Source: an optimization exercise on an open RTL-to-GDS flow (aim: small area). Production flows keep margins and buffers that such runs may drop.
Only simulation tests tie the RTL to the original design; equivalence was not proved.
No driver is modelled on the clock port, so clocking that relies on it looks cheaper here than on a real chip.
Power is estimated from default activity; no workload was simulated.

**design/flow/flow/run.sh**
```bash
#!/bin/bash
# Standard ORFS layout (the standard.sh) with: port buffers of buf_1, no buffer removal at
# floorplan beyond yosys/abc's own buffers, a clock tree of clkbuf_4 without dummy loads, and a
# POST_CTS hook (flow/post_cts.tcl) that upsizes any clock buffer whose sinks see too slow a slew.
# make's output goes to make.log; each ORFS step keeps its own log under orfs/logs.
set -euo pipefail
here=$(pwd)
bash standard.sh \
  BUFFER_PORTS_ARGS="-buffer_cell sky130_fd_sc_hd__buf_1" \
  CTS_ARGS="-sink_clustering_enable -repair_clock_nets -dont_use_dummy_load -buf_list sky130_fd_sc_hd__clkbuf_4" \
  POST_CTS_TCL="$here/flow/post_cts.tcl" \
  REMOVE_ABC_BUFFERS=1 \
  finish > make.log 2>&1
```
**design/flow/flow/post_cts.tcl**
```tcl
estimate_parasitics -placement
set my_upsized 0
foreach inst [get_cells -filter "ref_name == sky130_fd_sc_hd__clkbuf_4"] {
  set outp [get_pins -of_objects $inst -filter "direction == output"]
  set worst 0
  foreach p [get_pins -of_objects [get_nets -of_objects $outp] -filter "direction == input"] {
    set s [get_property $p slew_max]
    if {$s > $worst} { set worst $s }
  }
  if {$worst > 0.115} {
    puts "post_cts: [get_property $inst name] load slew $worst, upsized to clkbuf_8"
    replace_cell $inst sky130_fd_sc_hd__clkbuf_8
    incr my_upsized
  }
}
if {$my_upsized > 0} {
  detailed_placement
  check_placement -verbose
  estimate_parasitics -placement
}
```
**design/flow/standard.sh**
```bash
#!/bin/bash
# synth_recipe.tcl (not shown) runs the flow's synth.tcl, then flattens the netlist and writes it again
# the make line also repeats each setting of config.mk as NAME=value (left out here)
make -C /OpenROAD-flow-scripts/flow DESIGN_CONFIG=/design/flow/config.mk WORK_HOME=/design/flow/orfs CLKGATE_MAP_FILE= SYNTH_SCRIPT=/design/flow/synth_recipe.tcl "${@:-finish}"
```
**design/flow/config.mk**
```make
export PLATFORM = sky130hd
export DESIGN_NAME = nco
export DESIGN_NICKNAME = nco
export VERILOG_FILES = /design/flow/design.v
export SDC_FILE = /design/flow/constraint.sdc
export NUM_CORES = 4
export LEC_CHECK = 0
export ABC_AREA = 1
export CAP_MARGIN = 20
export CORE_MARGIN = 2
export CORE_UTILIZATION = 65
export GPL_TIMING_DRIVEN = 0
export SETUP_SLACK_MARGIN = 0.1
export SLEW_MARGIN = 20
```
**design/flow/constraint.sdc**
```tcl
create_clock -name core_clock -period 6.0 [get_ports {clk}]
set_input_delay 1.2000 -clock core_clock [delete_from_list [all_inputs] [get_ports {clk}]]
set_output_delay 1.2000 -clock core_clock [all_outputs]
set_load 0.01 [all_outputs]
```
**design/flow/design.v**
```verilog
module rca #(parameter W = 12) (
	input  [W-1:0] a,
	input  [W-1:0] b,
	input          ci,
	output [W-1:0] s
);
	wire [W:0] c;
	assign c[0] = ci;
	genvar i;
	generate
		for (i = 0; i < W; i = i + 1) begin : g
			assign s[i] = a[i] ^ b[i] ^ c[i];
			assign c[i+1] = (a[i] & b[i]) | (c[i] & (a[i] ^ b[i]));
		end
	endgenerate
endmodule
module b_ctrl(input clk, input En, output reg [2:0] t, output Vld);
	reg [3:0] f;
	wire p1 = (t == 3'd6);
	always @(posedge clk) begin
		if (!En) begin
			t <= 3'd5;
			f <= 4'd0;
		end else begin
			t <= p1 ? 3'd0 : t + 3'd1;
			if (p1 && !(f[3] & f[0])) f <= f + 4'd1;
		end
	end
	assign Vld = p1 & f[3] & f[0];
endmodule
module b_acc(input clk, input En, input p1, input [19:0] FCW, output reg [19:0] acc);
	reg c10;
	wire [19:0] b = FCW & {20{p1}};
	wire [9:0] lo;
	wire [9:0] hi;
	wire [10:0] cl;
	wire [10:0] ch;
	assign cl[0] = 1'b0;
	assign ch[0] = c10;
	genvar i;
	generate
		for (i = 0; i < 10; i = i + 1) begin : g
			assign lo[i] = acc[i] ^ b[i] ^ cl[i];
			assign cl[i+1] = (acc[i] & b[i]) | (cl[i] & (acc[i] ^ b[i]));
			assign hi[i] = acc[i+10] ^ b[i+10] ^ ch[i];
			assign ch[i+1] = (acc[i+10] & b[i+10]) | (ch[i] & (acc[i+10] ^ b[i+10]));
		end
	endgenerate
	always @(posedge clk) begin
		acc <= {hi, lo} & {20{En}};
		c10 <= cl[10];
	end
endmodule
module b_ang(input clk, input [2:0] t, input [10:0] A0, output sgn);
	reg signed [10:0] A;
	reg [8:0] at;
	wire p1 = (t == 3'd6);
	always @* begin
		case (t)
			3'd0: at = 9'd301;
			3'd1: at = 9'd159;
			3'd2: at = 9'd80;
			3'd3: at = 9'd40;
			3'd4: at = 9'd19;
			default: at = 9'd9;
		endcase
	end
	wire signed [10:0] Ab = p1 ? A0 : A;
	wire signed [10:0] Ac = p1 ? 11'sd511 : {2'b00, at};
	wire [10:0] An;
	rca #(11) u_a (.a(Ab), .b(Ac ^ {11{~Ab[10]}}), .ci(~Ab[10]), .s(An));
	always @(posedge clk) A <= An;
	assign sgn = A[10];
endmodule
module b_lane(input clk, input p1, input sgn, input [1:0] q, output dk, output [1:0] q7, output IS);
	reg [55:0] L;
	always @(posedge clk) L <= {L[54:0], sgn};
	reg [1:0] Q [0:7];
	reg ISr;
	integer j;
	always @(posedge clk) if (p1) begin
		Q[0] <= q;
		for (j = 1; j < 8; j = j + 1) Q[j] <= Q[j-1];
		ISr <= Q[7][1] ^ Q[7][0];
	end
	assign dk = L[55];
	assign q7 = Q[7];
	assign IS = ISr;
endmodule
module b_shr(input [11:0] v, input [2:0] t, output [11:0] o, output st);
	wire [11:0] w = {v[11], v[11:1]};
	wire [11:0] a = t[0] ? {w[11], w[11:1]} : w;
	wire [11:0] b = t[1] ? {{2{a[11]}}, a[11:2]} : a;
	assign o = t[2] ? {{4{b[11]}}, b[11:4]} : b;
	assign st = v[0] | (t[0] & w[0]) | (t[1] & (a[1] | a[0])) | (t[2] & (|b[3:0]));
endmodule
module b_xy(input clk, input [2:0] t, input dk, input [1:0] q7, input IS, output [11:0] Xn, output [11:0] Yn);
	reg [11:0] NX, NY;
	wire [11:0] X = ~NX;
	wire [11:0] Y = ~NY;
	wire [11:0] Xs, Ys;
	wire stX, stY;
	b_shr u_sx(.v(X), .t(t), .o(Xs), .st(stX));
	b_shr u_sy(.v(Y), .t(t), .o(Ys), .st(stY));
	rca #(12) u_x (.a(X), .b(Ys ^ {12{~dk}}), .ci(~dk ^ (IS & stY)), .s(Xn));
	rca #(12) u_y (.a(Y), .b(Xs ^ {12{dk}}), .ci(dk ^ (IS & stX)), .s(Yn));
	wire nx = q7[0] ^ q7[1];
	wire ny = q7[1];
	wire [11:0] X1 = nx ? 12'hB26 : 12'h4DA;
	wire [11:0] Y1 = ny ? 12'hB26 : 12'h4DA;
	always @(posedge clk) begin
		if (t == 3'd6) begin NX <= ~X1; NY <= ~Y1; end
		else begin NX <= ~Xn; NY <= ~Yn; end
	end
endmodule
module b_out(input clk, input p1, input [11:0] Xn, input [11:0] Yn, input selSign, input selXY, output [11:0] Dout);
	reg [11:0] NXo, NYo;
	always @(posedge clk) if (p1) begin
		NXo <= ~(Xn ^ {selSign, 11'd0});
		NYo <= ~(Yn ^ {selSign, 11'd0});
	end
	assign Dout = ~(selXY ? NXo : NYo);
endmodule
module nco(
	input clk,
	input En,
	input [19:0] FCW,
	input selXY,
	input selSign,
	output Vld,
	output [11:0] Dout
);
	wire [2:0] t;
	wire p1 = (t == 3'd6);
	wire [19:0] acc;
	wire sgn, dk;
	wire [1:0] q7;
	wire IS;
	wire [11:0] Xn, Yn;
	b_ctrl u_ctrl(.clk(clk), .En(En), .t(t), .Vld(Vld));
	b_acc u_acc(.clk(clk), .En(En), .p1(p1), .FCW(FCW), .acc(acc));
	b_ang u_ang(.clk(clk), .t(t), .A0({acc[18], acc[17:8]}), .sgn(sgn));
	b_lane u_lane(.clk(clk), .p1(p1), .sgn(sgn), .q(acc[19:18]), .dk(dk), .q7(q7), .IS(IS));
	b_xy u_xy(.clk(clk), .t(t), .dk(dk), .q7(q7), .IS(IS), .Xn(Xn), .Yn(Yn));
	b_out u_out(.clk(clk), .p1(p1), .Xn(Xn), .Yn(Yn), .selSign(selSign), .selXY(selXY), .Dout(Dout));
endmodule
```
==> results of run 1 <==
==> worst max-delay path, cell delays in order, from the launching register on <==
cell	delay [ns]
dfxtp_4	0.42
inv_8	0.12
nand2_2	0.08
nand3_1	0.11
nand2_1	0.09
nor2_2	0.16
nand2_1	0.08
nand2_1	0.07
nand2_2	0.05
nand3_1	0.08
nand2_2	0.07
fa_2	0.37
fa_2	0.35
fa_2	0.36
fa_2	0.35
fa_2	0.39
fa_2	0.37
fa_2	0.36
fa_2	0.35
fa_2	0.36
inv_2	0.06
fa_1	0.15
inv_1	0.06
fa_2	0.40
xnor2_2	0.16
xnor2_1	0.13
==> synthesized netlist by cell type, drive strengths merged <==
master and number:
mux2i 14, a41oi 1, clkbuf 6, buf 21, edfxtp 41, clkinv 1, nor2 32, nand3 33
o21ai 57, nand2 154, a21oi 11, fa 49, dfxtp 119, or2 6, xor2 27, ha 8
inv 62, xnor2 10
==> routing by layer <==
layer	up-vias	GRT usage	wire length (µm)
li1	2131	-	-
met1	2029	0.296	5350
met2	128	0.391	5990
met3	31	0.0589	556
met4	0	0.101	268
met5	-	0	0
==> path summary, 6_finish.rpt <==
kind / depth (start not counted) / endpoint / from
worst max register to register: 25 / u_out.NYo[11] / u_ctrl.t[0]
worst max-delay path: 25 / u_out.NYo[11] / u_ctrl.t[0]
worst min register to register: 0 / u_lane.L[18] / u_lane.L[17]
worst min-delay path: 0 / u_lane.L[18] / u_lane.L[17]
==> power by group <==
part | internal, mW | switching, mW | leakage [nW]
sequential | 1.59 | 0.174 | 1.37
combinational | 0.786 | 1.02 | 1.65
clock | 0.160 | 0.301 | 0.0886
total | 2.53 | 1.49 | 3.11
==> placed cells by master, fill, tap and decap left out, types with 4 or more instances in the layout <==
cell      count
nand2_1     143
dfxtp_1     115
inv_1        54
edfxtp_1     41
buf_1        36
nor2_1       31
o21ai_0      30
fa_1         29
nand3_1      25
xor2_1       25
o21ai_1      24
fa_2         20
mux2i_1      14
clkbuf_4     13
a21oi_1      11
nand2_2      10
xnor2_1       9
nand3_2       8
ha_1          7
or2_2         5
inv_2         4
clkbuf_8      4
buf_4         4
==> cell type report <==
| type | count | area [µm²] |
|---|---|---|
| repair inverters | 1 | 6.26 |
| well taps | 136 | 170 |
| multi-input cells | 403 | 2990 |
| inverters | 63 | 265 |
| flip-flops and latches | 160 | 3630 |
| repair buffers | 46 | 275 |
| clock buffers | 17 | 153 |
| fillers | 783 | 2790 |
==> sequential cells by signal, indices dropped and copies added, names as in the netlist <==
signal,cells
u_ctrl.t,3
u_lane.L,56
u_acc.c10,1
u_ang.A,11
u_xy.NX,12
u_lane.Q,16
u_acc.acc,20
u_xy.NY,12
u_lane.ISr,1
u_out.NXo,12
u_ctrl.f,4
u_out.NYo,12
==> metrics by stage <==
| stage | setup slack (ns) | utilization |
|---|---|---|
| final | 0.161 | 0.729 |
| after detailed placement | -1.84 | 0.680 |
| after global routing | 0.00113 | 0.729 |
| after global placement | -2.66 | 0.678 |
| after floorplan | -1.15 | - |
==> cells by family (layout without fill, tap and decap cells) <==
family                   count (synthesis)  count (layout)  share of synthesized area
buffers and inverters                   90             127                     0.0590
AND/OR/NAND/NOR                        225             226                      0.133
AO/OA/AOI/OAI                           69              69                     0.0512
adder cells (fa/ha/maj)                 57              57                      0.158
multiplexers                            14              14                     0.0205
flip-flops                             160             160                      0.530
XOR/XNOR                                37              37                     0.0486
==> impl_results.md, run 1 <==
* Post-Layout Cell Count at slightly above 800
* Synth Warn # at 7
* Critical path arrival at 6.00 ns
* Minimum clock period at 5.84 ns
* DRT iter0 DRCs at 270
* DP Wirelength at around 7700 µm
* Reg-to-reg slack, setup at around 0.16 ns
* Routed len/inst at around 15 µm
* Most area-consuming cells after synthesis: dfxtp_1, edfxtp_1, fa_1
* CTS Sinks at between 150 and 200
* Placed cells at ~800
* PortBufs at 36
* Max Cap Viol at 0
* Share of layout cells above drive strength 1 at 0.135
* Classification of the worst setup path: reg -> reg
* Critical path peak fanout at 13
* Worst vdd ir at between 0.2 and 0.25 mV
* TNS Setup at 0 ns
* Die Wd at 106 µm
* Post-Syn Area at roughly 6800 µm²
* Post-route clock period utilization at 0.973
* Final Max Tran Viols at 0
* Pwr dens at around 540 nW/µm²
* Worst-skew pair later-pin latency at around 0.43 ns
* ANT cells at 0
* DRC at 0
* HP Class: reg -> reg
* Yosys top cell by area: dfxtp_1
* Syn avg cell area at 10.5 µm²
* First-pass iteration count of the detailed router at 5
* Layout area overhead at 9.75%
* Pin count of the biggest net entering global routing at 52
* Synthesis-stage register bit count at 160
* Status: no timing/DRC/antenna violations
* Fmax achieved at roughly 170 MHz
* RSZ-0062 raised after global routing: yes
* Worst slew pin tran at about 0.78 ns
* Global-route wire length before repair at 20,200 µm
* Netlist cell types at 27
* GR Util All Layers at 0.236
* Final Hold Viols at 0
* Post-DP Area at between 6000 and 7000 µm²
* DR vias at 4,319
* Clk_skew at ~0.043 ns
* CTS clk-pin slew, worst paths at 0.11 ns
* GR Overflow Total at 0
* IO Pins at 37
* Routed Antenna Nets at 0
* Die area at approximately 11,000 µm²
* Vias in the first global route at around 4,400
* Initial Utilization at 0.664
* Setup violations, final at 0
* Power Total at around 4.0 mW
* Via/cell ratio at between 5 and 6
* Required time of the critical path at approximately 6.2 ns
* Core area at approximately 10,000 µm²
* Sequential area share after synthesis at 0.530
* Setup crit start kind: register
* Initial antenna violation count at 0
* Leak at 3.11 nW
* Post-Synthesis Cells at 652
* Fin Hold WS at between 0.3 and 0.4 ns
* Worst setup EP type: register
* Post-route cell area at about 7500 µm²
* Die height at roughly 110 µm
* Top-area cell type share of the netlist area at 0.349
* Post-Route WL at about 12,000 µm
* Gpl congestion at 0.889
* Final #Nets at ~770
* # rows at 37
* CTS tree: built
* Slew margin rel. at 0.477
==> run 2: changes to the inputs <==
--- a/design/flow/config.mk
+++ b/design/flow/config.mk
@@ -8,7 +8,6 @@
 export ABC_AREA = 1
 export CAP_MARGIN = 20
 export CORE_MARGIN = 2
-export CORE_UTILIZATION = 65
+export CORE_UTILIZATION = 55
 export GPL_TIMING_DRIVEN = 0
-export SETUP_SLACK_MARGIN = 0.1
 export SLEW_MARGIN = 20
==> run 2 against run 1 <==
Effect of this change: still clean on timing, DRC and antenna; clock power rose by 0.9%; first-iteration DRC count down 29%; sequential share of layout area grew 0.30 points; maximum frequency up 1.3%; non-clock buffer count decreased by 1; clock skew down 0.013 ns; routed wire length shrank 1.3%; area after synthesis unchanged; critical path type unchanged.
==> impl_results.md, run 2 <==
* Reg2reg path depth at 21 (-16%)
* Fin util at 0.617 (-0.112)
* Leak at 3.09 nW (-0.79%)
* Netlist cell types at 27 (unchanged)
* Hold path start: u_lane.L[0]
* Post-Synthesis Cells at 652 (unchanged)
* DRT iter0 DRCs at 192 (-29%)
* First-pass iteration count of the detailed router at 5 (unchanged)
* Syn avg cell area at 10.5 µm² (unchanged)
* Final Hold Viols at 0 (unchanged)
* ANT cells at 0 (unchanged)
* Gpl congestion at 0.831 (-6.6%)
* Die area at 13,300 µm² (+17%)
* Pin count of the biggest net entering global routing at 54 (+3.8%)
* Critical path cell sequence: inv_6 -> nand2_1 -> o21ai_1 -> o21ai_1 -> o21ai_1 -> xor2_1 -> fa_2 -> fa_2 -> fa_2 -> fa_2 -> fa_2 -> fa_2 -> fa_2 -> fa_2 -> fa_2 -> inv_1 -> fa_1 -> inv_1 -> fa_2 -> xnor2_2 -> xnor2_1
* Setup slack after layout at 0.238 ns (+0.0774 ns)
* Worst hold path depth at 0 (unchanged)
* Fmax achieved at 174 MHz (+1.3%)
* Post-synth EDFFs at 41 (unchanged)
* Global-route wire length before repair at 19,700 µm (-2.3%)
* GR Util All Layers at 0.194 (-0.0413)
* Max reg flops at 56 (unchanged)
* DP Worst Slack at -1.68 ns (+0.160 ns)
* Sequential area share after synthesis at 0.530 (unchanged)
* Ys flop type: dfxtp_1
* Commonest non-fill, non-tap cell in the layout: nand2_1
* Clk_skew at 0.0299 ns (-0.0131 ns)
* Worst Hold Path EP: u_lane.L[1]
* PortBufs at 36 (unchanged)
* Slew margin rel. at 0.464 (-0.0125)
* Status: no timing/DRC/antenna violations
* Biggest register: u_lane.L
* Post-synth top cells: nand2_1, dfxtp_1, inv_1
* Initial Utilization at 0.566 (-0.0982)
* Max Cap Viol at 0 (unchanged)
* Top flop regs: u_lane.L x56, u_acc.acc x20, u_lane.Q x16
* DRC at 0 (unchanged)
* Placed cells at 830 (+4.0%)
* CTS Sinks at 160 (unchanged)
* Post-Layout Cell Count at 857 (+3.8%)
* GR Overflow Total at 0 (unchanged)
* CP max stage delay at 0.49 ns (+0.07 ns)
* CTS tree: built
* Power Total at 3.96 mW (-1.7%)
* Final #Nets at 772 (-0.13%)
* Worst-skew pair later-pin latency at 0.42 ns (about the same)
* HP Class: reg -> reg
* RSZ-0062 raised after global routing: yes
* Critical path peak fanout at 13 (unchanged)
* IO Pins at 37 (unchanged)
* Pwr dens at 532 nW/µm² (-1.1%)
* Setup crit start kind: register
* Worst setup EP type: register
* Synth Warn # at 7 (unchanged)
* TNS Setup at 0 ns (unchanged)
* Final Max Tran Viols at 0 (unchanged)
* Die Wd at 115 µm (+8.4%)
* Yosys top cell by area: dfxtp_1
* Slowest cell on the critical path: dfxtp_4
* Core area at 12,100 µm² (+17%)
* Layout area overhead at 9.08%
* Crit. path cell count at 21 (-16%)
* Most area-consuming cells after synthesis: dfxtp_1, edfxtp_1, fa_1
* # rows at 40 (+8.1%)
* Commonest cells after routing, fill and taps aside: nand2_1, dfxtp_1, inv_1
* Worst slew pin tran at 0.804 ns (+0.0188 ns)
* WP buf/inv at 3 (unchanged)
* DP Wirelength at 7980 µm (+3.2%)
* Top-count cell post-synth: nand2_1
* Vias in the first global route at 4,238 (-3.3%)
* Via/cell ratio at 5.05 (-3.5%)
* Top-area cell type share of the netlist area at 0.349 (unchanged)
* Minimum clock period at 5.76 ns (-0.0774 ns)
* Largest delay contributor family on the critical path: adder cells
* Required time of the critical path at 6.18 ns (+0.02 ns)
* Reg-to-reg startpoint: u_ctrl.t[0]
* Classification of the worst setup path: reg -> reg
* Share of layout cells above drive strength 1 at 0.113 (-0.0216)
* Critical path arrival at 5.94 ns (-0.06 ns)
* Post-DP Area at 7030 µm² (+0.57%)
* Fin Hold WS at 0.308 ns (+0.00166 ns)
* Share of flip-flops with an asynchronous set or reset at 0 (unchanged)
* DR vias at 4,325 (+0.14%)
* Synthesis-stage register bit count at 160 (unchanged)
* Routed Antenna Nets at 0 (unchanged)
* Die height at 115 µm (+8.4%)
* Post-Route WL at 12,000 µm (-1.3%)
* FF-to-FF End: u_out.NYo[11]
* Post-route cell area at 7440 µm² (-0.62%)
* Reg-to-reg slack, setup at 0.24 ns (+0.08 ns)
* Routed len/inst at 14.0 µm (-4.9%)
* Initial antenna violation count at 0 (unchanged)
* CTS clk-pin slew, worst paths at 0.10 ns (about the same)
* Worst vdd ir at 0.226 mV (-7.3%)
* Post-Syn Area at 6820 µm² (unchanged)
* CP most frequent cell: fa_2
* Setup violations, final at 0 (unchanged)
* Post-route clock period utilization at 0.960 (-0.0129)
run 2: cell counts after synthesis:
No cell type changed its count.
run 2: worst max path at each step:
stage | from | endpoint | slack [ns]
after floorplan | u_ctrl.t[0] | u_ang.A[9] | -1.15
after global placement | u_ctrl.t[0] | u_ang.A[9] | -2.82
after detailed placement | u_ctrl.t[0] | u_ang.A[9] | -1.68
after global routing | u_ctrl.t[0] | u_out.NYo[11] | -0.04
final | u_ctrl.t[0] | u_out.NYo[11] | 0.24
run 2: final cells by class:
cell class / count / area, µm²
fill: 1026 / 4620
sequential: 160 / 3630
multi-input combinational: 403 / 2940
inverter: 63 / 262
timing repair buffer: 45 / 239
tap: 168 / 210
clock buffer: 17 / 159
timing repair inverter: 1 / 8.76
run 2: worst register-to-register path: cells and delay by family, from the launching register on:
| kind | cells | cell delay, ns |
|---|---|---|
| compound gates | 3 | 0.41 |
| xor+xnor | 3 | 0.46 |
| fa+ha+maj | 11 | 3.86 |
| buf+inv | 3 | 0.24 |
| flops | 1 | 0.49 |
| simple gates | 1 | 0.07 |
run 2: cell families after synthesis:
kind of cell | Yosys count | share of synthesized area
AND/OR/NAND/NOR | 225 | 0.133
flip-flops | 160 | 0.530
buffers and inverters | 90 | 0.0590
AO/OA/AOI/OAI | 69 | 0.0512
adder cells (fa/ha/maj) | 57 | 0.158
XOR/XNOR | 37 | 0.0486
multiplexers | 14 | 0.0205
run 2: where the power goes:
group	switching (mW)	internal, mW
clock	0.298	0.167
combinational	0.981	0.753
sequential	0.169	1.59
total	1.45	2.51
run 2: layer usage:
metal / part of all wire / vias to the layer above / track usage
met5: 0 / - / 0
met4: 0.022 / 0 / 0.0827
met3: 0.041 / 22 / 0.0453
met2: 0.48 / 105 / 0.319
met1: 0.46 / 2073 / 0.249
li1: - / 2125 / -
==> run 3: changes to the inputs <==
--- a/design/flow/config.mk
+++ b/design/flow/config.mk
@@ -8,6 +8,6 @@
 export ABC_AREA = 1
 export CAP_MARGIN = 20
 export CORE_MARGIN = 2
-export CORE_UTILIZATION = 55
+export CORE_UTILIZATION = 70
 export GPL_TIMING_DRIVEN = 0
 export SLEW_MARGIN = 20
==> run 3 against run 2 <==
Effect of this change: non-clock buffer count up 10; combinational power increased by 4%; maximum frequency down 1.5%; clock-buffer cell count unchanged; sequential share of layout area shrank 0.55 points; critical endpoint unchanged.
==> impl_results.md, run 3 <==
* Status: no timing/DRC/antenna violations
* Max reg flops at 56 (unchanged)
* CTS tree: built
* Final #Nets at 781 (+1.2%)
* Post-route cell area at 7530 µm² (+1.1%)
* Fin Hold WS at 0.314 ns (+0.00570 ns)
* Reg2reg path depth at 25 (+19%)
* Reg-to-reg startpoint: u_ctrl.t[0]
* FF-to-FF End: u_out.NYo[11]
* DRC at 0 (unchanged)
* Layout area overhead at 10.3%
* XOR/XNOR share of the synthesized area at 0.0486 (unchanged)
* Post-synthesis compound-gate area fraction at 0.0512 (unchanged)
* Post-Layout Cell Count at 831 (-3.0%)
* Fmax achieved at 171 MHz (-1.5%)
* Syn avg cell area at 10.5 µm² (unchanged)
* # rows at 36 (-10%)
* Global-route wire length before repair at 20,200 µm (+2.5%)
* Post-Route WL at 12,700 µm (+6.0%)
* Fill cells at 640 (-38%)
* RSZ-0062 raised after global routing: yes
* Placed cells at 795 (-4.2%)
* DRT iter0 DRCs at 279 (+45%)
* Top-area cell type share of the netlist area at 0.349 (unchanged)
* Vias in the first global route at 4,390 (+3.6%)
* Pin count of the biggest net entering global routing at 57 (+5.6%)
* Share of flip-flops with an asynchronous set or reset at 0 (unchanged)
* Sequential area share after synthesis at 0.530 (unchanged)
* DP Wirelength at 8430 µm (+5.6%)
* PortBufs at 36 (unchanged)
* Setup violations, final at 0 (unchanged)
* Routed Antenna Nets at 0 (unchanged)
* Ys flop type: dfxtp_1
* Top flop regs: u_lane.L x56, u_acc.acc x20, u_lane.Q x16
* Critical path peak fanout at 5 (-8)
* Worst setup EP type: register
* Top-count cell post-synth: nand2_1
* Clk_skew at 0.0323 ns (+0.00242 ns)
* Netlist cell types at 27 (unchanged)
* Worst vdd ir at 0.299 mV (+32%)
* Worst hold path depth at 0 (unchanged)
* Post-Syn Area at 6820 µm² (unchanged)
* Share of layout cells above drive strength 1 at 0.136 (+0.0229)
* Pwr dens at 534 nW/µm² (+0.42%)
* Post-DP Area at 6990 µm² (-0.62%)
* CTS Sinks at 160 (unchanged)
* Commonest cells after routing, fill and taps aside: nand2_1, dfxtp_1, inv_1
* Post-route clock period utilization at 0.974 (+0.0142)
* DR vias at 4,425 (+2.3%)
* Gpl congestion at 0.897 (+8.0%)
* Initial Utilization at 0.711 (+0.145)
* Synthesis-stage register bit count at 160 (unchanged)
* HP Class: reg -> reg
* ANT cells at 0 (unchanged)
* Final Hold Viols at 0 (unchanged)
* Core area at 9590 µm² (-20%)
* Post-synth top cells: nand2_1, dfxtp_1, inv_1
* Max Cap Viol at 0 (unchanged)
* Largest family of logic cells by synthesized area: adder cells
* Leak at 3.15 nW (+2.0%)
* Most area-consuming cells after synthesis: dfxtp_1, edfxtp_1, fa_1
* Synth Warn # at 7 (unchanged)
* Fin util at 0.785 (+0.168)
* Initial antenna violation count at 0 (unchanged)
* Classification of the worst setup path: reg -> reg
* Die area at 10,600 µm² (-21%)
* TNS Setup at 0 ns (unchanged)
* First-pass iteration count of the detailed router at 5 (unchanged)
* Via/cell ratio at 5.32 (+5.5%)
* IO Pins at 37 (unchanged)
* Slew margin rel. at 0.467 (+0.00323)
* Post-synth EDFFs at 41 (unchanged)
* Die height at 103 µm (-11%)
* Final Max Tran Viols at 0 (unchanged)
* Yosys top cell by area: dfxtp_1
* Die Wd at 103 µm (-11%)
* Required time of the critical path at 6.18 ns (about the same)
* Multiplexer area fraction after synthesis at 0.0205 (unchanged)
* Minimum clock period at 5.85 ns (+0.0851 ns)
* Worst Hold Path EP: u_lane.L[44]
* Sequential cell area at 3630 µm² (unchanged)
* Commonest non-fill, non-tap cell in the layout: nand2_1
* Worst slew pin tran at 0.799 ns (-0.00485 ns)
* GR Overflow Total at 0 (unchanged)
* GR Util All Layers at 0.258 (+0.0635)
* CTS clk-pin slew, worst paths at 0.10 ns (about the same)
* Hold path start: u_lane.L[43]
* Setup crit start kind: register
* Post-synthesis simple-gate area fraction at 0.133 (unchanged)
* Biggest register: u_lane.L
* Adder-cell share of the synthesized area at 0.158 (unchanged)
* Critical path arrival at 6.02 ns (+0.08 ns)
* Area of the multi-input gates at 2970 µm² (+0.98%)
* Reg-to-reg slack, setup at 0.15 ns (-0.09 ns)
* Worst-skew pair later-pin latency at 0.43 ns (about the same)
* Routed len/inst at 15.3 µm (+9.3%)
* Post-Synthesis Cells at 652 (unchanged)
[run 3: cell counts after synthesis]
Identical to the previous run, type by type.
[run 3: how the worst max path moves through the flow]
stage,startpoint,end
floorplan,u_ctrl.t[0],u_ang.A[9]
global placement,u_ctrl.t[0],u_ang.A[9]
detailed placement,u_ctrl.t[0],u_ang.A[9]
global route,u_ctrl.t[0],u_out.NYo[11]
finish,u_ctrl.t[0],u_out.NYo[11]
[run 3: critical path: stages, from the launching register on]
cell and delay, ns:
dfxtp_4 0.46, clkbuf_16 0.17, nand2_1 0.08, nand3_1 0.11, nand2_1 0.05, nor2_1 0.11
nand2_1 0.07, nand2_1 0.05, nand2_1 0.07, nand3_1 0.07, nand2_1 0.07, fa_2 0.35
fa_2 0.37, fa_2 0.37, fa_2 0.36, fa_2 0.37, fa_2 0.39, fa_2 0.37
fa_2 0.35, fa_2 0.36, inv_2 0.07, fa_2 0.19, inv_1 0.06, fa_2 0.37
xnor2_2 0.16, xnor2_1 0.13
[run 3: layout make-up]
class | count | share of cell area
clock buffer | 17 | 0.0194
inverter | 63 | 0.0357
multi-input combinational | 403 | 0.394
sequential | 160 | 0.482
tap | 133 | 0.0221
timing repair buffer | 55 | 0.0469
[run 3: report_power, final]
group	leakage, nW	internal, mW	switching, mW	total [mW]
Sequential	1.37	1.59	0.177	1.77
Clock	0.0860	0.153	0.305	0.458
Combinational	1.69	0.782	1.01	1.80
Total	3.15	2.52	1.50	4.02
[run 3: kinds of logic (layout without fill, tap and decap cells)]
logic type	after synthesis	after routing
multiplexers	14	14
flip-flops	160	160
AO/OA/AOI/OAI	69	69
AND/OR/NAND/NOR	225	226
buffers and inverters	90	135
XOR/XNOR	37	37
adder cells (fa/ha/maj)	57	57
[run 3: routing by layer]
| layer | share of wire | track usage | vias up |
|---|---|---|---|
| met1 | 0.41 | 0.314 | 2113 |
| li1 | - | - | 2147 |
| met2 | 0.51 | 0.447 | 145 |
| met3 | 0.058 | 0.0712 | 20 |
| met5 | 0 | 0 | - |
| met4 | 0.018 | 0.0860 | 0 |
[run 3: metrics by stage]
stage,setup WS (ns),power [mW]
after floorplan,-1.15,2.92
after global placement,-2.66,3.29
after detailed placement,-1.81,3.39
after global routing,-0.0771,4.37
final,0.153,4.02
==> run 4: changes to the inputs <==
--- a/design/flow/config.mk
+++ b/design/flow/config.mk
@@ -8,6 +8,7 @@
 export ABC_AREA = 1
 export CAP_MARGIN = 20
 export CORE_MARGIN = 2
-export CORE_UTILIZATION = 70
+export CORE_UTILIZATION = 65
+export GPL_ROUTABILITY_DRIVEN = 0
 export GPL_TIMING_DRIVEN = 0
 export SLEW_MARGIN = 20
==> run 4 against run 3 <==
Effect of this change: sequential share of layout area increased by 0.96 points; setup slack got worse by 0.058 ns; synthesized cell count unchanged; critical path depth decreased by 1; core utilization decreased by 6.7 points; combinational power decreased by 3%; register-to-register slack got worse by 0.06 ns; largest cell class unchanged; routed wire length decreased by 7.3%; power decreased by 1.1%; sequential power about the same; area after synthesis unchanged; first-iteration DRC count decreased by 29%.
==> impl_results.md, run 4 <==
* Worst-skew pair later-pin latency at 0.44 ns (about the same)
* Via/cell ratio at 5.22 (-2.1%)
* WP buf/inv at 3 (unchanged)
* GR Util All Layers at 0.235 (-0.0228)
* Area of the multi-input gates at 2950 µm² (-0.67%)
* Status: no timing/DRC/antenna violations
* Max Cap Viol at 0 (unchanged)
* Hold path start: u_lane.L[17]
* DP Wirelength at 7730 µm (-8.3%)
* Post-synth EDFFs at 41 (unchanged)
* Critical path cell sequence: inv_8 -> nand3_1 -> nand2_1 -> nor2_2 -> nand2_1 -> nand2_1 -> nand2_2 -> nand3_1 -> nand2_1 -> fa_2 -> fa_2 -> fa_2 -> fa_2 -> fa_2 -> fa_2 -> fa_2 -> fa_2 -> fa_1 -> inv_2 -> fa_1 -> inv_1 -> fa_2 -> xnor2_2 -> xnor2_1
* DR vias at 4,287 (-3.1%)
* Syn avg cell area at 10.5 µm² (unchanged)
* Worst hold path depth at 0 (unchanged)
* Worst Hold Path EP: u_lane.L[18]
* Top flop regs: u_lane.L x56, u_acc.acc x20, u_lane.Q x16
* Post-route clock period utilization at 0.984 (+0.00966)
* Die height at 106 µm (+3.6%)
* Clk_skew at 0.0423 ns (+0.0100 ns)
* Switching power at 1.47 mW (-1.8%)
* Sequential area share after synthesis at 0.530 (unchanged)
* Required time of the critical path at 6.16 ns (-0.02 ns)
* HP Class: reg -> reg
* Fill cells at 812 (+27%)
* Slowest cell on the critical path: dfxtp_4
* Ys flop type: dfxtp_1
* Post-Syn Area at 6820 µm² (unchanged)
* CP most frequent cell: fa_2
* Slew margin rel. at 0.477 (+0.00927)
* CTS Sinks at 160 (unchanged)
* Most area-consuming cells after synthesis: dfxtp_1, edfxtp_1, fa_1
* Register share of total power at 0.444 (+0.005)
* Netlist cell types at 27 (unchanged)
* Minimum clock period at 5.90 ns (+0.0579 ns)
* CP max stage delay at 0.52 ns (+0.06 ns)
* Pint at 2.51 mW (-0.64%)
* DRC at 0 (unchanged)
* Share of flip-flops with an asynchronous set or reset at 0 (unchanged)
* Reg2reg path depth at 24 (-4.0%)
* Final Hold Viols at 0 (unchanged)
* First-pass iteration count of the detailed router at 5 (unchanged)
* Layout area overhead at 8.16%
* Worst setup EP type: register
* Fmax achieved at 169 MHz (-0.98%)
* CTS tree: built
* DRT iter0 DRCs at 197 (-29%)
* Top-area cell type share of the netlist area at 0.349 (unchanged)
* FF-to-FF End: u_out.NYo[11]
* Global-route wire length before repair at 20,100 µm (-0.38%)
* # rows at 37 (+2.8%)
* Post-Synthesis Cells at 652 (unchanged)
* Clk pwr share at 0.116 (+0.002)
* Routed Antenna Nets at 0 (unchanged)
* IO Pins at 37 (unchanged)
* Power Total at 3.98 mW (-1.1%)
* PortBufs at 36 (unchanged)
* Share of layout cells above drive strength 1 at 0.112 (-0.0239)
* Synth Warn # at 7 (unchanged)
* Sequential cell area at 3630 µm² (unchanged)
* ANT cells at 0 (unchanged)
* Post-Route WL at 11,800 µm (-7.3%)
* Critical path arrival at 6.07 ns (+0.05 ns)
* Switching Fraction at 0.369 (-0.00283)
* Worst Setup SP: u_ctrl.t[1]
* Routed len/inst at 14.4 µm (-6.3%)
* Setup violations, final at 0 (unchanged)
* Worst slew pin tran at 0.785 ns (-0.0139 ns)
* Fin Hold WS at 0.308 ns (-0.00590 ns)
* Reg-to-reg startpoint: u_ctrl.t[1]
* TNS Setup at 0 ns (unchanged)
* Comb pwr share at 0.440 (-0.007)
* Final #Nets at 769 (-1.5%)
* Setup crit start kind: register
* Vias in the first global route at 4,384 (-0.14%)
* Largest delay contributor family on the critical path: adder cells
* GR Overflow Total at 0 (unchanged)
* Yosys top cell by area: dfxtp_1
* Post-synth top cells: nand2_1, dfxtp_1, inv_1
* Final Max Tran Viols at 0 (unchanged)
* Biggest register: u_lane.L
* Classification of the worst setup path: reg -> reg
* CTS clk-pin slew, worst paths at 0.09 ns (about the same)
* Initial antenna violation count at 0 (unchanged)
* RSZ-0062 raised after global routing: yes
* Commonest non-fill, non-tap cell in the layout: nand2_1
* Die Wd at 106 µm (+3.6%)
* Pin count of the biggest net entering global routing at 52 (-8.8%)
* Critical path peak fanout at 18 (+13)
* Die area at 11,300 µm² (+7.4%)
* Pwr dens at 539 nW/µm² (+0.90%)
* Core area at 10,300 µm² (+7.1%)
* Top-count cell post-synth: nand2_1
* Worst vdd ir at 0.245 mV (-18%)
* Initial Utilization at 0.664 (-0.0473)
* Reg-to-reg slack, setup at 0.1 ns (-0.06 ns)
* Max reg flops at 56 (unchanged)
* Synthesis-stage register bit count at 160 (unchanged)
* Commonest cells after routing, fill and taps aside: nand2_1, dfxtp_1, inv_1
* Leak at 3.06 nW (-2.7%)
run 4: cell counts after synthesis:
Identical to the previous run, type by type.
run 4: power groups by stage:
stage	Clock (mW)	Combinational, mW	Sequential [mW]
after floorplan	0	1.20	1.72
after global placement	0	1.55	1.76
after detailed placement	0	1.60	1.77
after global routing	0.514	2.01	1.80
final	0.463	1.75	1.76
run 4: metrics by stage:
stage	worst slack (ns)	area, µm²	utilization	std cells
floorplan	-1.15	6660	-	625
global placement	-2.66	6970	0.678	797
detailed placement	-1.84	6990	0.680	798
global route	-0.0588	7380	0.718	822
finish	0.0952	7380	0.718	822
run 4: area by class of cell:
cell class,instances,area share
inverter,63,0.0361
tap,136,0.0231
timing repair buffer,42,0.0286
clock buffer,17,0.0207
timing repair inverter,1,0.000848
sequential,160,0.491
multi-input combinational,403,0.399
run 4: kinds of logic (layout without fill, tap and decap cells):
logic type | after synthesis | count (layout) | share of synthesized area
flops | 160 | 160 | 0.530
buf+inv | 90 | 123 | 0.0590
mux | 14 | 14 | 0.0205
xor+xnor | 37 | 37 | 0.0486
simple gates | 225 | 226 | 0.133
fa+ha+maj | 57 | 57 | 0.158
compound gates | 69 | 69 | 0.0512
run 4: worst reg2reg max path: cells and delay by family (launching register included):
kind          cells  cell delay, ns
xor+xnor          2            0.29
fa+ha+maj        11            3.85
simple gates      8            0.76
flops             1            0.52
buf+inv           3            0.23
run 4: metal layers:
layer,GRT usage,routed length [µm],vias up,share of wire
li1,-,-,2132,-
met1,0.296,5130,1970,0.43
met2,0.383,5710,151,0.48
met3,0.0582,653,34,0.055
met4,0.114,301,0,0.026
met5,0,0,-,0
run 4: worst max-delay path by stage:
stage	endpoint	slack (ns)	cells past startpoint
after detailed placement	u_ang.A[9]	-1.84	18
after global placement	u_ang.A[9]	-2.66	17
final	u_out.NYo[11]	0.1	24
after floorplan	u_ang.A[9]	-1.15	17
after global routing	u_out.NYo[11]	-0.06	24
==> run 5: changes to the inputs <==
--- a/design/flow/config.mk
+++ b/design/flow/config.mk
@@ -9,6 +9,5 @@
 export CAP_MARGIN = 20
 export CORE_MARGIN = 2
 export CORE_UTILIZATION = 65
-export GPL_ROUTABILITY_DRIVEN = 0
 export GPL_TIMING_DRIVEN = 0
 export SLEW_MARGIN = 20
==> run 5 against run 4 <==
Effect of this change: still clean on timing, DRC and antenna; global-route usage unchanged; clock skew is the same; combinational power about the same; sequential power hardly changed; critical path depth is the same; sequential cell count stayed put; setup slack unchanged; register-to-register slack is essentially flat; sequential share of layout area unchanged; die area unchanged; power did not move; critical path type unchanged; critical endpoint unchanged; largest cell class unchanged.
==> impl_results.md, run 5 <==
* Status: no timing/DRC/antenna violations
* DP Wirelength at 7730 µm (unchanged)
* Final Hold Viols at 0 (unchanged)
* DRT iter0 DRCs at 197 (unchanged)
* Top-count cell post-synth: nand2_1
* CTS tree: built
* Post-DP Area at 6990 µm² (unchanged)
* Routed Antenna Nets at 0 (unchanged)
* GR Util All Layers at 0.235 (unchanged)
* Biggest register: u_lane.L
* CTS clk-pin slew, worst paths at 0.09 ns (about the same)
* Area of the multi-input gates at 2950 µm² (unchanged)
* First-pass iteration count of the detailed router at 5 (unchanged)
* Ys flop type: dfxtp_1
* Slew margin rel. at 0.477 (unchanged)
* Post-Route WL at 11,800 µm (unchanged)
* CP most frequent cell: fa_2
* Sequential cell area at 3630 µm² (unchanged)
* Fmax achieved at 169 MHz (unchanged)
* Pwr dens at 539 nW/µm² (unchanged)
* Routed len/inst at 14.4 µm (unchanged)
* Post-synth top cells: nand2_1, dfxtp_1, inv_1
* Worst vdd ir at 0.245 mV (unchanged)
* Syn avg cell area at 10.5 µm² (unchanged)
* DRC at 0 (unchanged)
* Reg-to-reg startpoint: u_ctrl.t[1]
* Synthesis-stage register bit count at 160 (unchanged)
* Placed cells at 798 (unchanged)
* Final Max Tran Viols at 0 (unchanged)
* RSZ-0062 raised after global routing: yes
* Max Cap Viol at 0 (unchanged)
* Worst-skew pair later-pin latency at 0.44 ns (about the same)
* Worst Setup SP: u_ctrl.t[1]
* Commonest cells after routing, fill and taps aside: nand2_1, dfxtp_1, inv_1
* Fill cells at 812 (unchanged)
* IO Pins at 37 (unchanged)
* Minimum clock period at 5.90 ns (unchanged)
* Post-Synthesis Cells at 652 (unchanged)
* Worst slew pin tran at 0.785 ns (unchanged)
* CTS Sinks at 160 (unchanged)
* CP max stage delay at 0.52 ns (about the same)
* Setup violations, final at 0 (unchanged)
* Sequential area share after synthesis at 0.530 (unchanged)
* Critical path arrival at 6.07 ns (about the same)
* GR Util met1 at 0.296 (unchanged)
* ANT cells at 0 (unchanged)
* Crit. path cell count at 24 (unchanged)
* Initial Utilization at 0.664 (unchanged)
* GR Overflow Total at 0 (unchanged)
* Initial antenna violation count at 0 (unchanged)
* Post-route clock period utilization at 0.984 (unchanged)
* Post-synth EDFFs at 41 (unchanged)
* Post-Syn Area at 6820 µm² (unchanged)
* Crit path to: u_out.NYo[11]
* Leak at 3.06 nW (unchanged)
* Via/cell ratio at 5.22 (unchanged)
* Reg-to-reg slack, setup at 0.1 ns (about the same)
* Core area at 10,300 µm² (unchanged)
* Die Wd at 106 µm (unchanged)
* Classification of the worst setup path: reg -> reg
* Top-area cell type share of the netlist area at 0.349 (unchanged)
* Slowest cell on the critical path: dfxtp_4
* Clk_skew at 0.0423 ns (unchanged)
* Required time of the critical path at 6.16 ns (about the same)
* Critical path cell sequence: inv_8 -> nand3_1 -> nand2_1 -> nor2_2 -> nand2_1 -> nand2_1 -> nand2_2 -> nand3_1 -> nand2_1 -> fa_2 -> fa_2 -> fa_2 -> fa_2 -> fa_2 -> fa_2 -> fa_2 -> fa_2 -> fa_1 -> inv_2 -> fa_1 -> inv_1 -> fa_2 -> xnor2_2 -> xnor2_1
* Met2 usage at 0.383 (unchanged)
* Layout area overhead at 8.16% (unchanged)
* WP buf/inv at 3 (unchanged)
* Top flop regs: u_lane.L x56, u_acc.acc x20, u_lane.Q x16
* Synth Warn # at 7 (unchanged)
* # rows at 37 (unchanged)
* Global-route wire length before repair at 20,100 µm (unchanged)
* Commonest non-fill, non-tap cell in the layout: nand2_1
* Fin util at 0.718 (unchanged)
* FF-to-FF End: u_out.NYo[11]
* Largest delay contributor family on the critical path: adder cells
* DR vias at 4,287 (unchanged)
* Most area-consuming cells after synthesis: dfxtp_1, edfxtp_1, fa_1
* Critical path peak fanout at 18 (unchanged)
* Worst setup EP type: register
* Post-route cell area at 7380 µm² (unchanged)
* HP Class: reg -> reg
* Vias in the first global route at 4,384 (unchanged)
* Post-Layout Cell Count at 822 (unchanged)
* Share of flip-flops with an asynchronous set or reset at 0 (unchanged)
* Max reg flops at 56 (unchanged)
* Gr busiest metal: met2
* Global Route met3 Usage at 0.0582 (unchanged)
* Pin count of the biggest net entering global routing at 52 (unchanged)
* Gpl congestion at about 0.89
* Reg2reg path depth at 24 (unchanged)
* Netlist cell types at 27 (unchanged)
* Share of layout cells above drive strength 1 at 0.112 (unchanged)
* Yosys top cell by area: dfxtp_1
* Setup crit start kind: register
* Die height at 106 µm (unchanged)
* PortBufs at 36 (unchanged)
* Die area at 11,300 µm² (unchanged)
* Final #Nets at 769 (unchanged)
-- run 5: cell counts after synthesis --
No cell type changed its count.
-- run 5: logic make-up (layout without fill, tap and decap cells) --
| logic type | Yosys count | after routing | synth area share |
|---|---|---|---|
| xor+xnor | 37 | 37 | 0.0486 |
| buf+inv | 90 | 123 | 0.0590 |
| mux | 14 | 14 | 0.0205 |
| simple gates | 225 | 226 | 0.133 |
| flops | 160 | 160 | 0.530 |
| fa+ha+maj | 57 | 57 | 0.158 |
| compound gates | 69 | 69 | 0.0512 |
-- run 5: area by class of cell --
class                           count  share of cell area
Sequential cell                   160               0.491
Multi-Input combinational cell    403               0.399
Inverter                           63              0.0361
Timing Repair Buffer               42              0.0286
Tap cell                          136              0.0231
Clock buffer                       17              0.0207
Timing Repair inverter              1            0.000848
-- run 5: layer usage --
layer  vias up  part of all wire
met3        34             0.055
met4         0             0.026
met2       151              0.48
met1      1970              0.43
li1       2132                 -
met5         -                 0
-- run 5: per-stage QoR --
step	setup slack [ns]	power, mW	setup TNS [ns]	hold slack, ns
floorplan	-1.15	2.92	-7.64	0.310
global placement	-2.66	3.31	-36.35	0.313
detailed placement	-1.84	3.37	-23.51	0.312
global route	-0.0588	4.33	-0.0804	0.309
finish	0.0952	3.98	0	0.308
-- run 5: power by group --
part | internal (mW) | total (mW) | switching (mW)
logic | 0.760 | 1.75 | 0.989
clock network | 0.160 | 0.463 | 0.303
registers | 1.59 | 1.76 | 0.176
total | 2.51 | 3.98 | 1.47
-- run 5: worst min-delay path by stage --
stage | from | slack, ns | depth (start not counted) | end
after floorplan | u_lane.L[9] | 0.31 | 0 | u_lane.L[10]
after global placement | u_lane.L[46] | 0.31 | 0 | u_lane.L[47]
after detailed placement | u_lane.L[39] | 0.31 | 0 | u_lane.L[40]
after global routing | u_lane.L[17] | 0.31 | 0 | u_lane.L[18]
final | u_lane.L[17] | 0.31 | 0 | u_lane.L[18]
==> run 6: changes to the inputs <==
--- a/design/flow/config.mk
+++ b/design/flow/config.mk
@@ -9,5 +9,5 @@
 export CAP_MARGIN = 20
 export CORE_MARGIN = 2
 export CORE_UTILIZATION = 65
-export GPL_TIMING_DRIVEN = 0
+export GPL_TIMING_DRIVEN = 1
 export SLEW_MARGIN = 20
==> run 6 against run 5 <==
Effect of this change: final area grew 2.9%; die area is the same; sequential cell count is the same; final cell count grew 4.6%; synthesized cell count is the same; via count grew 3.2%; clock-buffer cell count is the same; area after synthesis is the same; clock skew shrank 0.0077 ns; sequential share of layout area shrank 1.5 points; register-to-register slack gained 0.11 ns; non-clock buffer count grew 40; highest routed layer unchanged.
==> impl_results.md, run 6 <==
* TNS Setup at 0 ns (unchanged)
* CTS tree: built
* Classification of the worst setup path: reg -> reg
* Via/cell ratio at 5.14 (-1.4%)
* Initial antenna violation count at 0 (unchanged)
* First-pass iteration count of the detailed router at 5 (unchanged)
* Commonest non-fill, non-tap cell in the layout: nand2_1
* Max Cap Viol at 0 (unchanged)
* Minimum clock period at 5.79 ns (-0.111 ns)
* Post-synth EDFFs at 41 (unchanged)
* Setup slack after layout at 0.206 ns (+0.111 ns)
* Setup violations, final at 0 (unchanged)
* Top-count cell post-synth: nand2_1
* Die height at 106 µm (unchanged)
* Final Hold Viols at 0 (unchanged)
* GR Util All Layers at 0.247 (+0.0117)
* Netlist cell types at 27 (unchanged)
* Die Wd at 106 µm (unchanged)
* Vias in the first global route at 4,519 (+3.1%)
* Final #Nets at 807 (+4.9%)
* Syn avg cell area at 10.5 µm² (unchanged)
* Sequential area share after synthesis at 0.530 (unchanged)
* Leak at 3.24 nW (+5.7%)
* Worst vdd ir at 0.367 mV (+49%)
* Worst hold path depth at 0 (unchanged)
* Slowest cell on the critical path: dfxtp_4
* Post-Route WL at 12,400 µm (+5.0%)
* Top flop regs: u_lane.L x56, u_acc.acc x20, u_lane.Q x16
* Ys flop type: dfxtp_1
* Status: no timing/DRC/antenna violations
* RSZ-0062 raised after global routing: yes
* Initial Utilization at 0.664 (unchanged)
* Crit. path cell count at 25 (+4.2%)
* Share of layout cells above drive strength 1 at 0.146 (+0.0342)
* Global-route wire length before repair at 21,000 µm (+4.5%)
* Biggest register: u_lane.L
* Routed len/inst at 14.4 µm (+0.35%)
* Most area-consuming cells after synthesis: dfxtp_1, edfxtp_1, fa_1
* Critical path arrival at 5.99 ns (-0.08 ns)
* Post-DP Area at 7320 µm² (+4.8%)
* Core area at 10,300 µm² (unchanged)
* WP buf/inv at 3 (unchanged)
* HP Class: reg -> reg
* CP most frequent cell: fa_2
* Synthesis-stage register bit count at 160 (unchanged)
* Worst setup EP type: register
* Post-Synthesis Cells at 652 (unchanged)
* Switching Fraction at 0.364 (-0.00527)
* Post-synth top cells: nand2_1, dfxtp_1, inv_1
* Slew margin rel. at 0.454 (-0.0230)
* Largest delay contributor family on the critical path: adder cells
* Power Total at 4.11 mW (+3.3%)
* Clk pwr share at 0.116 (about the same)
* Reg2reg path depth at 25 (+4.2%)
* GR Overflow Total at 0 (unchanged)
* CTS clk-pin slew, worst paths at 0.11 ns (+0.02 ns)
* Pwr dens at 541 nW/µm² (+0.39%)
* Synth Warn # at 7 (unchanged)
* Clk_skew at 0.0347 ns (-0.00767 ns)
* Register share of total power at 0.426 (-0.018)
* DP Wirelength at 9070 µm (+17%)
* Post-Syn Area at 6820 µm² (unchanged)
* Sequential cell area at 3620 µm² (-0.24%)
* Comb pwr share at 0.457 (+0.017)
* DP Worst Slack at -0.466 ns (+1.38 ns)
* Layout area overhead at 11.3%
* CP max stage delay at 0.40 ns (-0.12 ns)
* Die area at 11,300 µm² (unchanged)
* Switching power at 1.49 mW (+1.8%)
* Commonest cells after routing, fill and taps aside: nand2_1, dfxtp_1, inv_1
* Yosys top cell by area: dfxtp_1
* Area of the multi-input gates at 2900 µm² (-1.8%)
* Fill cells at 732 (-9.9%)
* Worst slew pin tran at 0.819 ns (+0.0344 ns)
* Final Max Tran Viols at 0 (unchanged)
* Routed Antenna Nets at 0 (unchanged)
* Post-route cell area at 7590 µm² (+2.9%)
* CTS Sinks at 160 (unchanged)
* # rows at 37 (unchanged)
* Max reg flops at 56 (unchanged)
* Fmax achieved at 173 MHz (+1.9%)
* Gpl congestion at 0.871 (-2.1%)
* ANT cells at 0 (unchanged)
* IO Pins at 37 (unchanged)
* Share of flip-flops with an asynchronous set or reset at 0 (unchanged)
* Required time of the critical path at 6.20 ns (+0.04 ns)
* PortBufs at 36 (unchanged)
* Worst-skew pair later-pin latency at 0.44 ns (about the same)
* DR vias at 4,424 (+3.2%)
* Top-area cell type share of the netlist area at 0.349 (unchanged)
* Critical path peak fanout at 14 (-4)
* Post-route clock period utilization at 0.966 (-0.0184)
* Setup crit start kind: register
* Pin count of the biggest net entering global routing at 85 (+63%)
* Pint at 2.61 mW (+4.1%)
* DRC at 0 (unchanged)
* DRT iter0 DRCs at 231 (+17%)
run 6: cell counts after synthesis:
No cell type changed its count.
run 6: power by group through the flow:
| stage | clock, mW | sequential, mW | combinational [mW] |
|---|---|---|---|
| after global routing | 0.527 | 1.78 | 2.15 |
| final | 0.478 | 1.75 | 1.88 |
| after global placement | 0 | 1.76 | 1.70 |
| after detailed placement | 0 | 1.77 | 1.76 |
| after floorplan | 0 | 1.72 | 1.20 |
run 6: path summary, 6_finish.rpt:
check | start | endpoint | slack [ns]
max reg2reg | u_ctrl.t[0] | u_out.NXo[11] | 0.21
max | u_ctrl.t[0] | u_out.NXo[11] | 0.21
min | u_lane.L[14] | u_lane.L[15] | 0.29
min reg2reg | u_lane.L[14] | u_lane.L[15] | 0.29
run 6: cell type report:
cell class	count	area share
clock buffer	17	0.0209
inverter	63	0.0325
multi-input combinational	402	0.381
sequential	160	0.476
tap	136	0.0224
timing repair buffer	82	0.0666
run 6: layer usage:
| layer | GRT usage | vias up | wire, µm |
|---|---|---|---|
| met4 | 0.0946 | 0 | 247 |
| met3 | 0.0674 | 21 | 717 |
| met2 | 0.421 | 117 | 6210 |
| met1 | 0.300 | 2096 | 5210 |
| li1 | - | 2190 | - |
| met5 | 0 | - | 0 |
run 6: logic make-up (layout without fill, tap and decap cells):
kind of cell | count (synthesis) | after routing | share of synthesized area
xor gates and xnor gates | 37 | 37 | 0.0486
AOI/OAI and AO/OA | 69 | 69 | 0.0512
muxes | 14 | 14 | 0.0205
buffers and inverters | 90 | 162 | 0.0590
and+or+nand+nor | 225 | 225 | 0.133
adders and majority gates | 57 | 57 | 0.158
DFF | 160 | 160 | 0.530
run 6: stage by stage:
step	util	hold slack, ns	instances
2_1_floorplan	-	0.310	625
3_3_place_gp	0.713	0.313	843
3_5_place_dp	0.713	0.312	843
5_1_grt	0.739	0.291	860
6_report	0.739	0.291	860
==> run 7: changes to the inputs <==
--- a/design/flow/config.mk
+++ b/design/flow/config.mk
@@ -6,8 +6,8 @@
 export NUM_CORES = 4
 export LEC_CHECK = 0
 export ABC_AREA = 1
-export CAP_MARGIN = 20
+export CAP_MARGIN = 0
 export CORE_MARGIN = 2
 export CORE_UTILIZATION = 65
-export GPL_TIMING_DRIVEN = 1
-export SLEW_MARGIN = 20
+export GPL_TIMING_DRIVEN = 0
+export SLEW_MARGIN = 0
==> run 7 against run 6 <==
Effect of this change: setup slack got worse by 0.029 ns; global-route usage fell by 1.5 points; via count fell by 2.5%; maximum frequency fell by 0.50%; core utilization fell by 1.9 points; first-iteration DRC count fell by 9.5%; critical path type unchanged.
==> impl_results.md, run 7 <==
* Fill cells at 809 (+11%)
* Reg-to-reg slack, setup at 0.18 ns (-0.03 ns)
* Post-Syn Area at 6820 µm² (unchanged)
* Switching Fraction at 0.371 (+0.00661)
* Final Hold Viols at 0 (unchanged)
* Commonest non-fill, non-tap cell in the layout: nand2_1
* Max reg flops at 56 (unchanged)
* Most area-consuming cells after synthesis: dfxtp_1, edfxtp_1, fa_1
* Final #Nets at 768 (-4.8%)
* Synthesis-stage register bit count at 160 (unchanged)
* Post-route cell area at 7390 µm² (-2.6%)
* CTS Sinks at 160 (unchanged)
* Clk_skew at 0.0289 ns (-0.00578 ns)
* Yosys top cell by area: dfxtp_1
* Top-count cell post-synth: nand2_1
* Top flop regs: u_lane.L x56, u_acc.acc x20, u_lane.Q x16
* Slew margin rel. at 0.475 (+0.0208)
* Initial Utilization at 0.664 (unchanged)
* Sequential area share after synthesis at 0.530 (unchanged)
* Reg2reg path depth at 25 (unchanged)
* DP Worst Slack at -2.40 ns (-1.93 ns)
* PortBufs at 36 (unchanged)
* Post-route clock period utilization at 0.971 (+0.00487)
* GR Overflow Total at 0 (unchanged)
* Post-DP Area at 6970 µm² (-4.9%)
* Post-Route WL at 11,700 µm (-5.2%)
* DP Wirelength at 7560 µm (-17%)
* Minimum clock period at 5.82 ns (+0.0292 ns)
* FF-to-FF End: u_out.NYo[11]
* Gpl congestion at 0.889 (+2.1%)
* Critical path arrival at 6.00 ns (about the same)
* Routed len/inst at 14.3 µm (-0.74%)
* Ys flop type: dfxtp_1
* Post-synth EDFFs at 41 (unchanged)
* HP Class: reg -> reg
* Setup slack after layout at 0.177 ns (-0.0292 ns)
* GR Util All Layers at 0.231 (-0.0155)
* Hold path start: u_lane.L[53]
* Routed Antenna Nets at 0 (unchanged)
* Commonest cells after routing, fill and taps aside: nand2_1, dfxtp_1, inv_1
* # rows at 37 (unchanged)
* Setup crit start kind: register
* Sequential cell area at 3630 µm² (+0.24%)
* Worst hold path depth at 0 (unchanged)
* Register share of total power at 0.444 (+0.018)
* Share of flip-flops with an asynchronous set or reset at 0 (unchanged)
* Pwr dens at 537 nW/µm² (-0.74%)
* Switching power at 1.47 mW (-1.6%)
* Leak at 3.07 nW (-5.3%)
* Worst vdd ir at 0.330 mV (-10%)
* Core area at 10,300 µm² (unchanged)
* Worst slew pin tran at 0.788 ns (-0.0312 ns)
* Layout area overhead at 8.34%
* ANT cells at 0 (unchanged)
* Post-Synthesis Cells at 652 (unchanged)
* Clk pwr share at 0.111 (-0.005)
* Top-area cell type share of the netlist area at 0.349 (unchanged)
* First-pass iteration count of the detailed router at 7 (+2)
* Area of the multi-input gates at 2970 µm² (+2.5%)
* Synth Warn # at 7 (unchanged)
* Required time of the critical path at 6.18 ns (-0.02 ns)
* Netlist cell types at 27 (unchanged)
* Status: no timing/DRC/antenna violations
* Pin count of the biggest net entering global routing at 92 (+8.2%)
* Fmax achieved at 172 MHz (-0.50%)
* Syn avg cell area at 10.5 µm² (unchanged)
* Worst setup EP type: register
* TNS Setup at 0 ns (unchanged)
* Via/cell ratio at 5.25 (+2.1%)
* Post-synth top cells: nand2_1, dfxtp_1, inv_1
* Pint at 2.50 mW (-4.4%)
* Die area at 11,300 µm² (unchanged)
* Die Wd at 106 µm (unchanged)
* Critical path peak fanout at 5 (-9)
* Die height at 106 µm (unchanged)
* Classification of the worst setup path: reg -> reg
* Comb pwr share at 0.444 (-0.013)
* Max Cap Viol at 0 (unchanged)
* Final Max Tran Viols at 0 (unchanged)
* Share of layout cells above drive strength 1 at 0.121 (-0.0252)
* IO Pins at 37 (unchanged)
* DRC at 0 (unchanged)
* Reg-to-reg startpoint: u_ctrl.t[0]
* Setup violations, final at 0 (unchanged)
* Initial antenna violation count at 0 (unchanged)
* Global-route wire length before repair at 19,900 µm (-5.1%)
* CTS tree: built
* Worst-skew pair later-pin latency at 0.42 ns (-0.02 ns)
* DRT iter0 DRCs at 209 (-9.5%)
* RSZ-0062 raised after global routing: yes
* DR vias at 4,312 (-2.5%)
* CTS clk-pin slew, worst paths at 0.10 ns (about the same)
* Biggest register: u_lane.L
* Worst Hold Path EP: u_lane.L[54]
* Vias in the first global route at 4,408 (-2.5%)
-- run 7: worst max-delay path by stage --
stage / from / end / slack (ns) / cells after the start
2_1_floorplan: u_ctrl.t[0] / u_ang.A[9] / -1.15 / 17
3_3_place_gp: u_ctrl.t[0] / u_ang.A[9] / -2.66 / 17
3_5_place_dp: u_ctrl.t[0] / u_ang.A[9] / -2.40 / 17
5_1_grt: u_ctrl.t[0] / u_out.NYo[11] / -0.02 / 25
6_report: u_ctrl.t[0] / u_out.NYo[11] / 0.18 / 25
-- run 7: per-layer routing --
metal / up-vias / global-route usage / share of wire
met4: 0 / 0.0937 / 0.022
met3: 22 / 0.0656 / 0.051
li1: 2137 / - / -
met5: - / 0 / 0
met1: 2028 / 0.295 / 0.43
met2: 125 / 0.376 / 0.50
-- run 7: cell type report --
| class | count | share of cell area |
|---|---|---|
| repair inverters | 1 | 0.00152 |
| inverters | 63 | 0.0362 |
| multi-input cells | 403 | 0.402 |
| repair buffers | 41 | 0.0283 |
| well taps | 136 | 0.0230 |
| clock buffers | 17 | 0.0190 |
| flip-flops and latches | 160 | 0.490 |
-- run 7: logic make-up (layout without fill, tap and decap cells) --
group	count (synthesis)	count (layout)	synth area share
buffers and inverters	90	122	0.0590
adders and majority gates	57	57	0.158
and+or+nand+nor	225	226	0.133
DFF	160	160	0.530
muxes	14	14	0.0205
xor gates and xnor gates	37	37	0.0486
AOI/OAI and AO/OA	69	69	0.0512
-- run 7: power groups by stage --
stage / combinational (mW) / clock, mW / sequential, mW
floorplan: 1.20 / 0 / 1.72
global route: 2.02 / 0.499 / 1.80
detailed placement: 1.60 / 0 / 1.77
finish: 1.76 / 0.441 / 1.76
global placement: 1.55 / 0 / 1.76
-- run 7: stage by stage --
stage	utilization	power [mW]	cells	hold slack (ns)
global placement	0.678	3.31	797	0.313
global route	0.719	4.32	821	0.326
finish	0.719	3.97	821	0.309
floorplan	-	2.92	625	0.310
detailed placement	0.678	3.37	797	0.312
-- run 7: critical path, cell delays in order (launching register included) --
cell and delay [ns]:
dfxtp_4 0.47, buf_6 0.15, nand2_1 0.08, nand3_2 0.10, nand2_1 0.08, nor2_2 0.13, nand2_1 0.08, nand2_1 0.08
nand2_2 0.06, nand3_2 0.06, nand2_2 0.07, fa_2 0.35, fa_2 0.36, fa_2 0.37, fa_2 0.38, fa_2 0.36
fa_2 0.36, fa_2 0.36, fa_2 0.37, fa_2 0.36, inv_2 0.06, fa_1 0.15, inv_1 0.05, fa_2 0.40
xnor2_2 0.15, xnor2_1 0.13

[re-timing with driven ports]
No port has a modelled driver above. Below, the same layouts with a new extraction and two added sets of constraints.
Step 1 assumes that a clkbuf_16 drives the clock port and a buf_2 every other input.
Step 2, shift: input delay + t, output delay - t, t = (earliest + latest rising clock arrival at the registers) / 2. This alone moves slack from input paths to output paths.
a / b / c = ideal / step 1 / step 2; a / b = the first two.
run | shift t [ns] | setup WS [ns] | worst register clock-pin slew, ns
run 1 | 0.446 | 0.161 / 0.161 / 0.161 | 0.11 / 0.11
run 2 | 0.441 | 0.238 / 0.238 / 0.238 | 0.10 / 0.10
run 3 | 0.449 | 0.153 / 0.153 / 0.153 | 0.11 / 0.11
run 4 | 0.450 | 0.095 / 0.095 / 0.095 | 0.11 / 0.11
run 5 | 0.450 | 0.095 / 0.095 / 0.095 | 0.11 / 0.11
run 6 | 0.457 | 0.206 / 0.206 / 0.206 | 0.11 / 0.11
run 7 | 0.446 | 0.177 / 0.177 / 0.177 | 0.11 / 0.11
After both steps every run listed still meets setup and hold.
